From an optimization exercise on the open Yosys and OpenROAD flow, aimed at small area and a short achievable clock period; shortcuts taken in it are not production practice. Only simulation tests tie the RTL to the original design; equivalence was not proved.

// router
module router #(
    parameter AXIS_DATA_WIDTH = 40,
    parameter ID_WIDTH = 4,
    parameter CHANNEL_NUMBER = 5,
    parameter BUFFER_LENGTH = 8,
    parameter MAX_ROUTERS_X = 4,
    parameter MAX_ROUTERS_X_WIDTH
    = $clog2(MAX_ROUTERS_X),
    parameter MAX_ROUTERS_Y = 4,
    parameter MAX_ROUTERS_Y_WIDTH
    = $clog2(MAX_ROUTERS_Y),
    parameter ROUTER_X = 1,
    parameter ROUTER_Y = 2,
    parameter STRB_WIDTH = AXIS_DATA_WIDTH/8
)(
    input  clk_i, rst_n_i,
    input  logic [CHANNEL_NUMBER*AXIS_DATA_WIDTH-1:0] in_tdata_i,
    input  logic [CHANNEL_NUMBER*STRB_WIDTH-1:0]      in_tstrb_i,
    input  logic [CHANNEL_NUMBER*STRB_WIDTH-1:0]      in_tkeep_i,
    input  logic [CHANNEL_NUMBER-1:0]                 in_tlast_i,
    input  logic [CHANNEL_NUMBER*ID_WIDTH-1:0]        in_tid_i,
    input  logic [CHANNEL_NUMBER-1:0]                 in_tvalid_i,
    output logic [CHANNEL_NUMBER-1:0]                 in_tready_o,
    output logic [CHANNEL_NUMBER*AXIS_DATA_WIDTH-1:0] out_tdata_o,
    output logic [CHANNEL_NUMBER*STRB_WIDTH-1:0]      out_tstrb_o,
    output logic [CHANNEL_NUMBER*STRB_WIDTH-1:0]      out_tkeep_o,
    output logic [CHANNEL_NUMBER-1:0]                 out_tlast_o,
    output logic [CHANNEL_NUMBER*ID_WIDTH-1:0]        out_tid_o,
    output logic [CHANNEL_NUMBER-1:0]                 out_tvalid_o,
    input  logic [CHANNEL_NUMBER-1:0]                 out_tready_i
);
Size: ~2500 flip-flops, ~570 I/O pins, about 96000 sq um of cells after synthesis.
==> flow/config.mk <==
export PLATFORM = sky130hd
export DESIGN_NAME = router
export DESIGN_NICKNAME = router
export VERILOG_FILES = /design/flow/design.v
export SDC_FILE = /design/flow/constraint.sdc
export NUM_CORES = 4
export LEC_CHECK = 0
export ABC_CLOCK_PERIOD_IN_PS = 3000
export CAP_MARGIN = 20
export CORE_MARGIN = 2
export CORE_UTILIZATION = 60
export CTS_BUF_LIST = sky130_fd_sc_hd__clkbuf_8 sky130_fd_sc_hd__clkbuf_16
export CTS_CLUSTER_DIAMETER = 70
export CTS_CLUSTER_SIZE = 25
export PLACE_DENSITY = 0.7
export SETUP_SLACK_MARGIN = 4.3
export SLEW_MARGIN = 20
==> flow/constraint.sdc <==
create_clock -name core_clock -period 7.5 [get_ports {clk_i}]
set_input_delay 1.5000 -clock core_clock [delete_from_list [all_inputs] [get_ports {clk_i}]]
set_output_delay 1.5000 -clock core_clock [all_outputs]
set_load 0.01 [all_outputs]
standard.sh (not shown) runs the stock make flow with config.mk's settings and CLKGATE_MAP_FILE= SYNTH_SCRIPT=/design/flow/synth_recipe.tcl, a recipe that flattens the netlist after the stock synthesis.
==> flow/flow/run.sh <==
#!/bin/bash
# The standard layout, with plain buffers (rather than the delay cells
# buffer_ports picks by itself) as the port buffers.
set -uo pipefail
export BUFFER_PORTS_ARGS="-buffer_cell sky130_fd_sc_hd__buf_2"
bash standard.sh > standard.log 2>&1
Rerun with:
SETUP_SLACK_MARGIN = 4.15   (was 4.3)
Sequential cell count stays the same.
Wire length increases slightly.
Via count hardly moves.

router again, from the RTL that the note above started with.
==> flow/config.mk <==
export PLATFORM = sky130hd
export DESIGN_NAME = router
export DESIGN_NICKNAME = router
export VERILOG_FILES = /design/flow/design.v
export SDC_FILE = /design/flow/constraint.sdc
export NUM_CORES = 4
export LEC_CHECK = 0
export ABC_CLOCK_PERIOD_IN_PS = 3000
export CAP_MARGIN = 20
export CORE_MARGIN = 2
export CORE_UTILIZATION = 60
export CTS_BUF_LIST = sky130_fd_sc_hd__clkbuf_8 sky130_fd_sc_hd__clkbuf_16
export CTS_CLUSTER_DIAMETER = 70
export CTS_CLUSTER_SIZE = 25
export GPL_ROUTABILITY_DRIVEN = 0
export PLACE_DENSITY = 0.7
export SETUP_SLACK_MARGIN = 4.3
export SLEW_MARGIN = 20
==> flow/constraint.sdc <==
create_clock -name core_clock -period 7.5 [get_ports {clk_i}]
set_input_delay 1.5000 -clock core_clock [delete_from_list [all_inputs] [get_ports {clk_i}]]
set_output_delay 1.5000 -clock core_clock [all_outputs]
set_load 0.01 [all_outputs]
Scripts as last shown in full above: flow/flow/run.sh
==> next run, changes <==
--- a/flow/config.mk
+++ b/flow/config.mk
@@ -12,4 +11,0 @@
-export CTS_BUF_LIST = sky130_fd_sc_hd__clkbuf_8 sky130_fd_sc_hd__clkbuf_16
-export CTS_CLUSTER_DIAMETER = 70
-export CTS_CLUSTER_SIZE = 25
-export GPL_ROUTABILITY_DRIVEN = 0
Result:
- worst setup slack improved by 0.083 ns
- clock skew climbs by 0.0061 ns
- fmax climbs by 2.5%
- first-iteration DRC count drops by 4.6%
- final area climbs by 2.8%

-- static timing again, ports no longer ideal --
How much do the figures lean on ideal ports? The routed layouts below were timed once more, with nothing changed but the port constraints. Step 1 assumes that a clkbuf_16 drives the clock port and a buf_2 every other input. Step 2 also shifts input and output timing later by t, the mid clock arrival at the registers, as if the neighbouring blocks saw the same clock. a / b / c = ideal ports / drivers / drivers and shift; a / b = the first two.
| run | t (ns) | setup WS [ns] | hold WS [ns] |
|---|---|---|---|
| the first run of note 1 | 0.879 | 4.144 / 4.189 / 3.311 | 0.494 / 0.494 / 0.494 |
| the second run of note 1 | 0.901 | 4.082 / 4.082 / 3.258 | 0.495 / 0.495 / 0.495 |
| the first run of note 2 | 0.876 | 4.136 / 4.136 / 3.319 | 0.494 / 0.494 / 0.494 |
| the second run of note 2 | 0.948 | 4.219 / 4.216 / 3.322 | 0.490 / 0.490 / 0.490 |
After both steps every run listed still meets setup and hold. The setup slack of the second run of note 2, which loses most, moves by -0.003 ns with the drivers and by -0.897 ns with both steps.
